Background: an optimization exercise with open tools, aiming at small area. Do not read the settings as production practice. In this exercise RTL edits were held to simulation tests only and were not proved equivalent to the original. The flow treats the clock pin as an ideal source. Dropping or thinning the clock tree relies on that and would not hold on a real chip. Power is estimated from default activity; no workload was simulated.

==> zinc <==
// Project10_Pong_Top
module Project10_Pong_Top
  (input  i_Clk,
   input  i_Rst,
   input  i_UART_RX,
   input  i_Switch_1,
   input  i_Switch_2,
   input  i_Switch_3,
   input  i_Switch_4,
   output o_VGA_HSync,
   output o_VGA_VSync,
   output o_VGA_Red_0,
   output o_VGA_Red_1,
   output o_VGA_Red_2,
   output o_VGA_Grn_0,
   output o_VGA_Grn_1,
   output o_VGA_Grn_2,
   output o_VGA_Blu_0,
   output o_VGA_Blu_1,
   output o_VGA_Blu_2);
Settings: LEC_CHECK=0, CAP_MARGIN=0, CORE_MARGIN=2, CORE_UTILIZATION=60, SLEW_MARGIN=0; clock period 10.0 ns.
standard.sh (not shown) runs the stock make flow with config.mk's settings and CLKGATE_MAP_FILE= SYNTH_SCRIPT=/design/flow/synth_recipe.tcl, a recipe that flattens the netlist after the stock synthesis.
==> flow/flow/run.sh <==
#!/bin/bash
# The standard layout (the standard.sh, standard synthesis unchanged),
# with two changes to how the layout is made:
#  - the ports are buffered with sky130_fd_sc_hd__buf_1;
#  - the clock tree is built by flow/cts.tcl (flow/mycts.tcl) instead of
#    TritonCTS: the clock port drives 3 inverters, which drive 10 leaf
#    inverters, each driving a group of about 15 flip-flops (two
#    inversions, so every flip-flop sees the clock's own polarity).
# Each tool's full log: ORFS's under orfs/logs/, make's output in
# place.log and finish.log, the clock tree step's in cts.log.
set -euo pipefail
here=$(pwd)
bash standard.sh BUFFER_PORTS_ARGS="-buffer_cell sky130_fd_sc_hd__buf_1" place > place.log 2>&1
RESULTS_DIR=$here/orfs/results/sky130hd/Project10_Pong_Top/base \
CLK_NLEAF=9 CLK_NTOP=3 CLK_LEAF=sky130_fd_sc_hd__inv_8 CLK_TOP=sky130_fd_sc_hd__inv_2 \
  openroad -no_init -exit flow/cts.tcl > cts.log 2>&1
sleep 1
touch orfs/results/sky130hd/Project10_Pong_Top/base/4_cts.odb orfs/results/sky130hd/Project10_Pong_Top/base/4_cts.sdc
bash standard.sh BUFFER_PORTS_ARGS="-buffer_cell sky130_fd_sc_hd__buf_1" finish > finish.log 2>&1
==> flow/flow/mycts.tcl <==
# Manual clock tree. The flip-flops are split into CLK_NLEAF groups by
# balanced k-means on their placed positions; each group is driven by one
# leaf cell (CLK_LEAF, a buffer or an inverter). With CLK_NTOP > 0 the leaf
# cells are split the same way into CLK_NTOP groups, each driven by one
# CLK_TOP cell; the clock port drives the top cells (or the leaf cells when
# CLK_NTOP is 0). With inverters, use them at both levels.
proc env_or {name def} { if {[info exists ::env($name)]} { return $::env($name) } ; return $def }

# pts: list of {x y}; returns {assignment centres}. Balanced k-means: each
# group holds at most ceil(n/k) + slack points.
proc kmeans {pts k {slack 1}} {
  set n [llength $pts]
  set cap [expr {($n + $k - 1) / $k + $slack}]
  set sorted [lsort -real -index 0 $pts]
  set cs {}
  for {set j 0} {$j < $k} {incr j} {
    lappend cs [lindex $sorted [expr {int(($j + 0.5) * $n / $k)}]]
  }
  set asg {}
  for {set iter 0} {$iter < 60} {incr iter} {
    # all point/centre pairs by distance, assigned greedily within capacity
    set pairs {}
    set i 0
    foreach p $pts {
      for {set j 0} {$j < $k} {incr j} {
        set c [lindex $cs $j]
        lappend pairs [list [expr {abs([lindex $p 0] - [lindex $c 0]) + abs([lindex $p 1] - [lindex $c 1])}] $i $j]
      }
      incr i
    }
    set asg [lrepeat $n -1]
    set sc [lrepeat $k 0]
    foreach pr [lsort -real -index 0 $pairs] {
      lassign $pr d i j
      if {[lindex $asg $i] >= 0 || [lindex $sc $j] >= $cap} { continue }
      lset asg $i $j
      lset sc $j [expr {[lindex $sc $j] + 1}]
    }
    set sx [lrepeat $k 0.0]; set sy [lrepeat $k 0.0]
    set i 0
    foreach p $pts {
      set j [lindex $asg $i]
      lset sx $j [expr {[lindex $sx $j] + [lindex $p 0]}]
      lset sy $j [expr {[lindex $sy $j] + [lindex $p 1]}]
      incr i
    }
    set new {}
    for {set j 0} {$j < $k} {incr j} {
      if {[lindex $sc $j] > 0} {
        lappend new [list [expr {[lindex $sx $j] / [lindex $sc $j]}] [expr {[lindex $sy $j] / [lindex $sc $j]}]]
      } else {
        lappend new [lindex $cs $j]
      }
    }
    if {$new == $cs} { break }
    set cs $new
  }
  return [list $asg $cs]
}

proc add_buffer {block master name innet x y} {
  set inst [odb::dbInst_create $block $master $name]
  set net [odb::dbNet_create $block "${name}_net"]
  $net setSigType CLOCK
  [$inst findITerm A] connect $innet
  set out [$inst findITerm X]
  if {$out == "NULL"} { set out [$inst findITerm Y] }
  $out connect $net
  set w [[$inst getMaster] getWidth]
  set h [[$inst getMaster] getHeight]
  $inst setLocation [expr int($x - $w / 2)] [expr int($y - $h / 2)]
  $inst setPlacementStatus PLACED
  return $net
}

set nleaf [env_or CLK_NLEAF 8]
set ntop [env_or CLK_NTOP 2]
set leafcell [env_or CLK_LEAF sky130_fd_sc_hd__clkbuf_8]
set topcell [env_or CLK_TOP sky130_fd_sc_hd__clkbuf_8]
set db [ord::get_db]
set block [ord::get_db_block]
set clknet [$block findNet [env_or CLK_PORT i_Clk]]

set sinks {}
set pts {}
foreach it [$clknet getITerms] {
  set bb [[$it getInst] getBBox]
  lappend sinks $it
  lappend pts [list [expr ([$bb xMin] + [$bb xMax]) / 2.0] [expr ([$bb yMin] + [$bb yMax]) / 2.0]]
}
puts "mycts: [llength $sinks] clock sinks, $nleaf x $leafcell leaves, $ntop x $topcell tops"
lassign [kmeans $pts $nleaf] lasg lcs
set lcnt [lrepeat $nleaf 0]
foreach a $lasg { lset lcnt $a [expr [lindex $lcnt $a] + 1] }
puts "mycts: leaf group sizes $lcnt"

set topnets {}
if {$ntop > 0} {
  lassign [kmeans $lcs $ntop] tasg tcs
  for {set t 0} {$t < $ntop} {incr t} {
    set c [lindex $tcs $t]
    lappend topnets [add_buffer $block [$db findMaster $topcell] "clkbuf_top_$t" $clknet [lindex $c 0] [lindex $c 1]]
  }
}
set leafnets {}
for {set j 0} {$j < $nleaf} {incr j} {
  set c [lindex $lcs $j]
  set drv $clknet
  if {$ntop > 0} { set drv [lindex $topnets [lindex $tasg $j]] }
  lappend leafnets [add_buffer $block [$db findMaster $leafcell] "clkbuf_leaf_$j" $drv [lindex $c 0] [lindex $c 1]]
}
set i 0
foreach it $sinks {
  $it disconnect
  $it connect [lindex $leafnets [lindex $lasg $i]]
  incr i
}
Other scripts of this flow, unchanged in this note and not shown: flow/flow/cts.tcl
==> raven: changes against zinc <==
--- a/flow/design.v
+++ b/flow/design.v
@@ -73,50 +73,44 @@
       r_Q0 <= 0;
       r_Q1 <= 0;
       r_Q2 <= 0;
     end else if (w_Db_En) begin
       r_Q0 <= {i_Switch_4, i_Switch_3, i_Switch_2, i_Switch_1};
       r_Q1 <= r_Q0;
       r_Q2 <= r_Q1;
     end
-  localparam [16:0] MV_START = 17'd67690, MV_END_M = 17'h1FFF6;
-  function automatic [16:0] mv_step(input [16:0] q);
-    mv_step = {q[15:0], q[16] ^ q[13]};
-  endfunction
   reg [16:0] r_P1_Cnt, r_P2_Cnt;
   reg  [4:0] r_P1_Y, r_P2_Y;
   wire       w_P1_En  = w_Pb[0] ^ w_Pb[1];
   wire       w_P2_En  = w_Pb[2] ^ w_Pb[3];
-  wire       w_P1_Lim = ~|(r_P1_Cnt & MV_END_M);
-  wire       w_P2_Lim = ~|(r_P2_Cnt & MV_END_M);
+  wire       w_P1_Lim = &{r_P1_Cnt[16:13], r_P1_Cnt[11], r_P1_Cnt[6], r_P1_Cnt[3]};
+  wire       w_P2_Lim = &{r_P2_Cnt[16:13], r_P2_Cnt[11], r_P2_Cnt[6], r_P2_Cnt[3]};
   wire       w_P1_Dec = w_Pb[0] & w_P1_Lim & (|r_P1_Y);
   wire       w_P1_Inc = ~w_P1_Dec & w_Pb[1] & w_P1_Lim &
                         ~(r_P1_Y[4] & r_P1_Y[2] & r_P1_Y[1] & r_P1_Y[0]);
   wire       w_P2_Dec = w_Pb[2] & w_P2_Lim & (|r_P2_Y);
   wire       w_P2_Inc = ~w_P2_Dec & w_Pb[3] & w_P2_Lim &
                         ~(r_P2_Y[4] & r_P2_Y[2] & r_P2_Y[1] & r_P2_Y[0]);
-  always @(posedge i_Clk)
-    if (i_Rst) r_P1_Cnt <= MV_START;
-    else if (w_P1_En) r_P1_Cnt <= w_P1_Lim ? MV_START : mv_step(r_P1_Cnt);
-  always @(posedge i_Clk)
-    if (i_Rst) r_P2_Cnt <= MV_START;
-    else if (w_P2_En) r_P2_Cnt <= w_P2_Lim ? MV_START : mv_step(r_P2_Cnt);
+  always @(posedge i_Clk) begin
+    r_P1_Cnt <= (i_Rst | (w_P1_En & w_P1_Lim)) ? 17'd0 : inc(r_P1_Cnt, w_P1_En);
+    r_P2_Cnt <= (i_Rst | (w_P2_En & w_P2_Lim)) ? 17'd0 : inc(r_P2_Cnt, w_P2_En);
+  end
   always @(posedge i_Clk) begin
     r_P1_Y <= {5{~i_Rst}} & (r_P1_Y + {{4{w_P1_Dec}}, w_P1_Dec | w_P1_Inc});
     r_P2_Y <= {5{~i_Rst}} & (r_P2_Y + {{4{w_P2_Dec}}, w_P2_Dec | w_P2_Inc});
   end
   reg  [2:0] r_SM;
   reg  [3:0] r_P1_Score, r_P2_Score;    
   wire       w_Active = r_SM[0] & ~r_SM[1] & ~r_SM[2];
   reg [16:0] r_B_Cnt;
   reg  [5:0] r_B_X;
   reg  [4:0] r_B_Y;
   reg        r_B_DX, r_B_DY;
-  wire       w_B_Lim = ~|(r_B_Cnt & MV_END_M);
+  wire       w_B_Lim = &{r_B_Cnt[16:13], r_B_Cnt[11], r_B_Cnt[6], r_B_Cnt[3]};
   wire       w_B_Edge = ~|r_B_X | (r_B_X[5] & r_B_X[2] & r_B_X[1] & r_B_X[0]);
   wire [4:0] w_Edge_Paddle = r_B_X[5] ? r_P2_Y : r_P1_Y;
   wire       w_Miss = w_B_Edge & ~in_paddle(r_B_Y, w_Edge_Paddle);
   wire       w_Idle_Or_Cleanup = ~r_SM[1] & ~r_SM[0];
   wire       w_Start = r_SM[2] & r_SM[0];    
   wire       w_Go = w_Idle_Or_Cleanup & w_Rx_Early;
   wire       w_First = r_SM[1] & r_SM[0];    
   wire       w_P1_Wins = r_SM[1] & ~r_SM[2] & ~r_SM[0];
@@ -128,18 +122,17 @@
   assign w_SM_Next[2] = w_Go | (w_Active & w_Miss & ~r_B_X[5]) | w_P2_Wins |
                         (w_P1_Wins & ~r_P1_Score[3]);
   always @(posedge i_Clk) begin
     r_SM       <= i_Rst ? 3'b011 : w_SM_Next;
     r_P1_Score <= {4{~i_Rst}} & score_next(r_P1_Score, w_P1_Wins);
     r_P2_Score <= {4{~i_Rst}} & score_next(r_P2_Score, w_P2_Wins);
   end
   always @(posedge i_Clk)
-    if (i_Rst) r_B_Cnt <= MV_START;
-    else if (w_Active) r_B_Cnt <= w_B_Lim ? MV_START : mv_step(r_B_Cnt);
+    r_B_Cnt <= (i_Rst | (w_Active & w_B_Lim)) ? 17'd0 : inc(r_B_Cnt, w_Active);
   wire       w_Bounce_X = r_B_DX ? (r_B_X[5] & r_B_X[2] & r_B_X[1] & r_B_X[0]) : ~|r_B_X;
   wire       w_Bounce_Y = r_B_DY ? (r_B_Y[4] & r_B_Y[3] & r_B_Y[2] & r_B_Y[0]) : ~|r_B_Y;
   wire       w_New_DX = r_B_DX ^ w_Bounce_X;
   wire       w_New_DY = r_B_DY ^ w_Bounce_Y;
   wire [5:0] w_XC = r_B_X ^ {6{~w_New_DX}};
   wire [4:0] w_YC = r_B_Y ^ {5{~w_New_DY}};
   wire [5:0] w_XT = {&w_XC[4:0], &w_XC[3:0], &w_XC[2:0], &w_XC[1:0], w_XC[0], 1'b1} & {6{w_B_Lim}};
   wire [4:0] w_YT = {&w_YC[3:0], &w_YC[2:0], &w_YC[1:0], w_YC[0], 1'b1} & {5{w_B_Lim}};
==> flow/flow/run.sh (replaced) <==
#!/bin/bash
# The standard layout (the standard.sh, standard synthesis unchanged),
# with two changes to how the layout is made:
#  - the ports are buffered with sky130_fd_sc_hd__buf_1;
#  - the clock tree is built by flow/cts.tcl (flow/mycts.tcl) instead of
#    TritonCTS: the clock port drives 3 buffers, which drive 10 leaf
#    buffers, each driving a group of about 15 flip-flops.
# Each tool's full log: ORFS's under orfs/logs/, make's output in
# place.log and finish.log, the clock tree step's in cts.log.
set -euo pipefail
here=$(pwd)
bash standard.sh BUFFER_PORTS_ARGS="-buffer_cell sky130_fd_sc_hd__buf_1" place > place.log 2>&1
RESULTS_DIR=$here/orfs/results/sky130hd/Project10_Pong_Top/base \
CLK_NLEAF=10 CLK_NTOP=3 CLK_LEAF=sky130_fd_sc_hd__clkbuf_8 CLK_TOP=sky130_fd_sc_hd__clkbuf_4 \
  openroad -no_init -exit flow/cts.tcl > cts.log 2>&1
sleep 1
touch orfs/results/sky130hd/Project10_Pong_Top/base/4_cts.odb orfs/results/sky130hd/Project10_Pong_Top/base/4_cts.sdc
bash standard.sh BUFFER_PORTS_ARGS="-buffer_cell sky130_fd_sc_hd__buf_1" finish > finish.log 2>&1
==> flow/config.mk (replaced) <==
export PLATFORM = sky130hd
export DESIGN_NAME = Project10_Pong_Top
export DESIGN_NICKNAME = Project10_Pong_Top
export VERILOG_FILES = /design/flow/design.v
export SDC_FILE = /design/flow/constraint.sdc
export NUM_CORES = 4
export LEC_CHECK = 0
export CAP_MARGIN = 20
export CORE_MARGIN = 2
export CORE_UTILIZATION = 80
export CTS_BUF_LIST = sky130_fd_sc_hd__clkbuf_8
export PLACE_DENSITY = 0.85
export SLEW_MARGIN = 20
==> ember: changes against zinc <==
--- a/flow/design.v
+++ b/flow/design.v
@@ -73,50 +73,44 @@
       r_Q0 <= 0;
       r_Q1 <= 0;
       r_Q2 <= 0;
     end else if (w_Db_En) begin
       r_Q0 <= {i_Switch_4, i_Switch_3, i_Switch_2, i_Switch_1};
       r_Q1 <= r_Q0;
       r_Q2 <= r_Q1;
     end
-  localparam [16:0] MV_START = 17'd67690, MV_END_M = 17'h1FFF6;
-  function automatic [16:0] mv_step(input [16:0] q);
-    mv_step = {q[15:0], q[16] ^ q[13]};
-  endfunction
   reg [16:0] r_P1_Cnt, r_P2_Cnt;
   reg  [4:0] r_P1_Y, r_P2_Y;
   wire       w_P1_En  = w_Pb[0] ^ w_Pb[1];
   wire       w_P2_En  = w_Pb[2] ^ w_Pb[3];
-  wire       w_P1_Lim = ~|(r_P1_Cnt & MV_END_M);
-  wire       w_P2_Lim = ~|(r_P2_Cnt & MV_END_M);
+  wire       w_P1_Lim = &{r_P1_Cnt[16:13], r_P1_Cnt[11], r_P1_Cnt[6], r_P1_Cnt[3]};
+  wire       w_P2_Lim = &{r_P2_Cnt[16:13], r_P2_Cnt[11], r_P2_Cnt[6], r_P2_Cnt[3]};
   wire       w_P1_Dec = w_Pb[0] & w_P1_Lim & (|r_P1_Y);
   wire       w_P1_Inc = ~w_P1_Dec & w_Pb[1] & w_P1_Lim &
                         ~(r_P1_Y[4] & r_P1_Y[2] & r_P1_Y[1] & r_P1_Y[0]);
   wire       w_P2_Dec = w_Pb[2] & w_P2_Lim & (|r_P2_Y);
   wire       w_P2_Inc = ~w_P2_Dec & w_Pb[3] & w_P2_Lim &
                         ~(r_P2_Y[4] & r_P2_Y[2] & r_P2_Y[1] & r_P2_Y[0]);
-  always @(posedge i_Clk)
-    if (i_Rst) r_P1_Cnt <= MV_START;
-    else if (w_P1_En) r_P1_Cnt <= w_P1_Lim ? MV_START : mv_step(r_P1_Cnt);
-  always @(posedge i_Clk)
-    if (i_Rst) r_P2_Cnt <= MV_START;
-    else if (w_P2_En) r_P2_Cnt <= w_P2_Lim ? MV_START : mv_step(r_P2_Cnt);
+  always @(posedge i_Clk) begin
+    r_P1_Cnt <= (i_Rst | (w_P1_En & w_P1_Lim)) ? 17'd0 : inc(r_P1_Cnt, w_P1_En);
+    r_P2_Cnt <= (i_Rst | (w_P2_En & w_P2_Lim)) ? 17'd0 : inc(r_P2_Cnt, w_P2_En);
+  end
   always @(posedge i_Clk) begin
     r_P1_Y <= {5{~i_Rst}} & (r_P1_Y + {{4{w_P1_Dec}}, w_P1_Dec | w_P1_Inc});
     r_P2_Y <= {5{~i_Rst}} & (r_P2_Y + {{4{w_P2_Dec}}, w_P2_Dec | w_P2_Inc});
   end
   reg  [2:0] r_SM;
   reg  [3:0] r_P1_Score, r_P2_Score;    
   wire       w_Active = r_SM[0] & ~r_SM[1] & ~r_SM[2];
   reg [16:0] r_B_Cnt;
   reg  [5:0] r_B_X;
   reg  [4:0] r_B_Y;
   reg        r_B_DX, r_B_DY;
-  wire       w_B_Lim = ~|(r_B_Cnt & MV_END_M);
+  wire       w_B_Lim = &{r_B_Cnt[16:13], r_B_Cnt[11], r_B_Cnt[6], r_B_Cnt[3]};
   wire       w_B_Edge = ~|r_B_X | (r_B_X[5] & r_B_X[2] & r_B_X[1] & r_B_X[0]);
   wire [4:0] w_Edge_Paddle = r_B_X[5] ? r_P2_Y : r_P1_Y;
   wire       w_Miss = w_B_Edge & ~in_paddle(r_B_Y, w_Edge_Paddle);
   wire       w_Idle_Or_Cleanup = ~r_SM[1] & ~r_SM[0];
   wire       w_Start = r_SM[2] & r_SM[0];    
   wire       w_Go = w_Idle_Or_Cleanup & w_Rx_Early;
   wire       w_First = r_SM[1] & r_SM[0];    
   wire       w_P1_Wins = r_SM[1] & ~r_SM[2] & ~r_SM[0];
@@ -128,18 +122,17 @@
   assign w_SM_Next[2] = w_Go | (w_Active & w_Miss & ~r_B_X[5]) | w_P2_Wins |
                         (w_P1_Wins & ~r_P1_Score[3]);
   always @(posedge i_Clk) begin
     r_SM       <= i_Rst ? 3'b011 : w_SM_Next;
     r_P1_Score <= {4{~i_Rst}} & score_next(r_P1_Score, w_P1_Wins);
     r_P2_Score <= {4{~i_Rst}} & score_next(r_P2_Score, w_P2_Wins);
   end
   always @(posedge i_Clk)
-    if (i_Rst) r_B_Cnt <= MV_START;
-    else if (w_Active) r_B_Cnt <= w_B_Lim ? MV_START : mv_step(r_B_Cnt);
+    r_B_Cnt <= (i_Rst | (w_Active & w_B_Lim)) ? 17'd0 : inc(r_B_Cnt, w_Active);
   wire       w_Bounce_X = r_B_DX ? (r_B_X[5] & r_B_X[2] & r_B_X[1] & r_B_X[0]) : ~|r_B_X;
   wire       w_Bounce_Y = r_B_DY ? (r_B_Y[4] & r_B_Y[3] & r_B_Y[2] & r_B_Y[0]) : ~|r_B_Y;
   wire       w_New_DX = r_B_DX ^ w_Bounce_X;
   wire       w_New_DY = r_B_DY ^ w_Bounce_Y;
   wire [5:0] w_XC = r_B_X ^ {6{~w_New_DX}};
   wire [4:0] w_YC = r_B_Y ^ {5{~w_New_DY}};
   wire [5:0] w_XT = {&w_XC[4:0], &w_XC[3:0], &w_XC[2:0], &w_XC[1:0], w_XC[0], 1'b1} & {6{w_B_Lim}};
   wire [4:0] w_YT = {&w_YC[3:0], &w_YC[2:0], &w_YC[1:0], w_YC[0], 1'b1} & {5{w_B_Lim}};
==> flow/flow/run.sh (replaced) <==
#!/bin/bash
# The standard layout (the standard.sh, standard synthesis unchanged),
# with two changes to how the layout is made:
#  - the ports are buffered with sky130_fd_sc_hd__buf_1;
#  - the clock tree is built by flow/cts.tcl (flow/mycts.tcl) instead of
#    TritonCTS: the clock port drives 3 buffers, which drive 10 leaf
#    buffers, each driving a group of about 15 flip-flops.
# Each tool's full log: ORFS's under orfs/logs/, make's output in
# place.log and finish.log, the clock tree step's in cts.log.
set -euo pipefail
here=$(pwd)
bash standard.sh BUFFER_PORTS_ARGS="-buffer_cell sky130_fd_sc_hd__buf_1" place > place.log 2>&1
RESULTS_DIR=$here/orfs/results/sky130hd/Project10_Pong_Top/base \
CLK_NLEAF=10 CLK_NTOP=3 CLK_LEAF=sky130_fd_sc_hd__clkbuf_8 CLK_TOP=sky130_fd_sc_hd__clkbuf_4 \
  openroad -no_init -exit flow/cts.tcl > cts.log 2>&1
sleep 1
touch orfs/results/sky130hd/Project10_Pong_Top/base/4_cts.odb orfs/results/sky130hd/Project10_Pong_Top/base/4_cts.sdc
bash standard.sh BUFFER_PORTS_ARGS="-buffer_cell sky130_fd_sc_hd__buf_1" finish > finish.log 2>&1
==> flow/config.mk (replaced) <==
export PLATFORM = sky130hd
export DESIGN_NAME = Project10_Pong_Top
export DESIGN_NICKNAME = Project10_Pong_Top
export VERILOG_FILES = /design/flow/design.v
export SDC_FILE = /design/flow/constraint.sdc
export NUM_CORES = 4
export LEC_CHECK = 0
export CAP_MARGIN = 20
export CORE_MARGIN = 2
export CORE_UTILIZATION = 60
export CTS_BUF_LIST = sky130_fd_sc_hd__clkbuf_8
export SLEW_MARGIN = 20
==> summary.txt <==
Post-synthesis to final-layout area growth: zinc 2.76%; raven 2.94%; ember 3.63%
Post-detailed-route via-to-cell ratio: zinc 5.58; raven 5.87; ember 5.41
Vias in the first global route: zinc 4359; raven 4395; ember 4183
Initial antenna violation count: zinc 0; raven 0; ember 1
Simple logic cell fraction of the synthesized area: zinc 0.235; raven 0.206; ember 0.206
CP Depth: zinc 6; raven 20; ember 20
Reg2Reg Depth: zinc 13; raven 20; ember 20
Overall Power: zinc 0.883 mW; raven 0.899 mW; ember 0.896 mW
Crit path max-delay cell type: zinc sky130_fd_sc_hd__nor4_1; raven sky130_fd_sc_hd__dfxtp_1; ember sky130_fd_sc_hd__dfxtp_1
Insertion delay of the later-clocked pin in the worst-skew pair: zinc 240 ps; raven 380 ps; ember 350 ps
Crit path required time: zinc 8000 ps; raven 10220 ps; ember 10250 ps
Result of the run: zinc finished clean; raven finished clean; ember finished clean
Post-Syn Area: zinc 6570 µm²; raven 6730 µm²; ember 6730 µm²
Horizontal extent of the die: zinc 109 µm; raven 95.7 µm; ember 110 µm
No run of this note takes its clock network from TritonCTS; it comes from the design's own scripts or RTL.

[re-timing with driven ports]
How much do the figures lean on ideal ports? The routed layouts below were timed once more, with nothing changed but the port constraints.
Step 1 assumes that a clkbuf_16 drives the clock port and a buf_2 every other input.
Step 2 times the ports against the registers' clock, not the clock port: input delays grow and output delays shrink by t, the midpoint of the rising clock arrivals with the driver on.
Slacks: ideal / step 1 / step 2; pairs: ideal / step 1.
| run | shift t [ns] | setup slack, ns | hold slack, ns | worst data-port slew with drivers (ns) | cell pins on the clock port's net |
|---|---|---|---|---|---|
| zinc | 0.283 | 5.997 / 5.945 / 6.185 | 0.426 / 0.426 / 0.426 | 0.04 | 3 |
| raven | 0.390 | 5.841 / 5.791 / 5.841 | 0.423 / 0.423 / 0.423 | 0.03 | 3 |
| ember | 0.379 | 5.843 / 5.826 / 5.843 | 0.428 / 0.428 / 0.428 | 0.03 | 3 |
After both steps setup and hold are still met in every run listed.
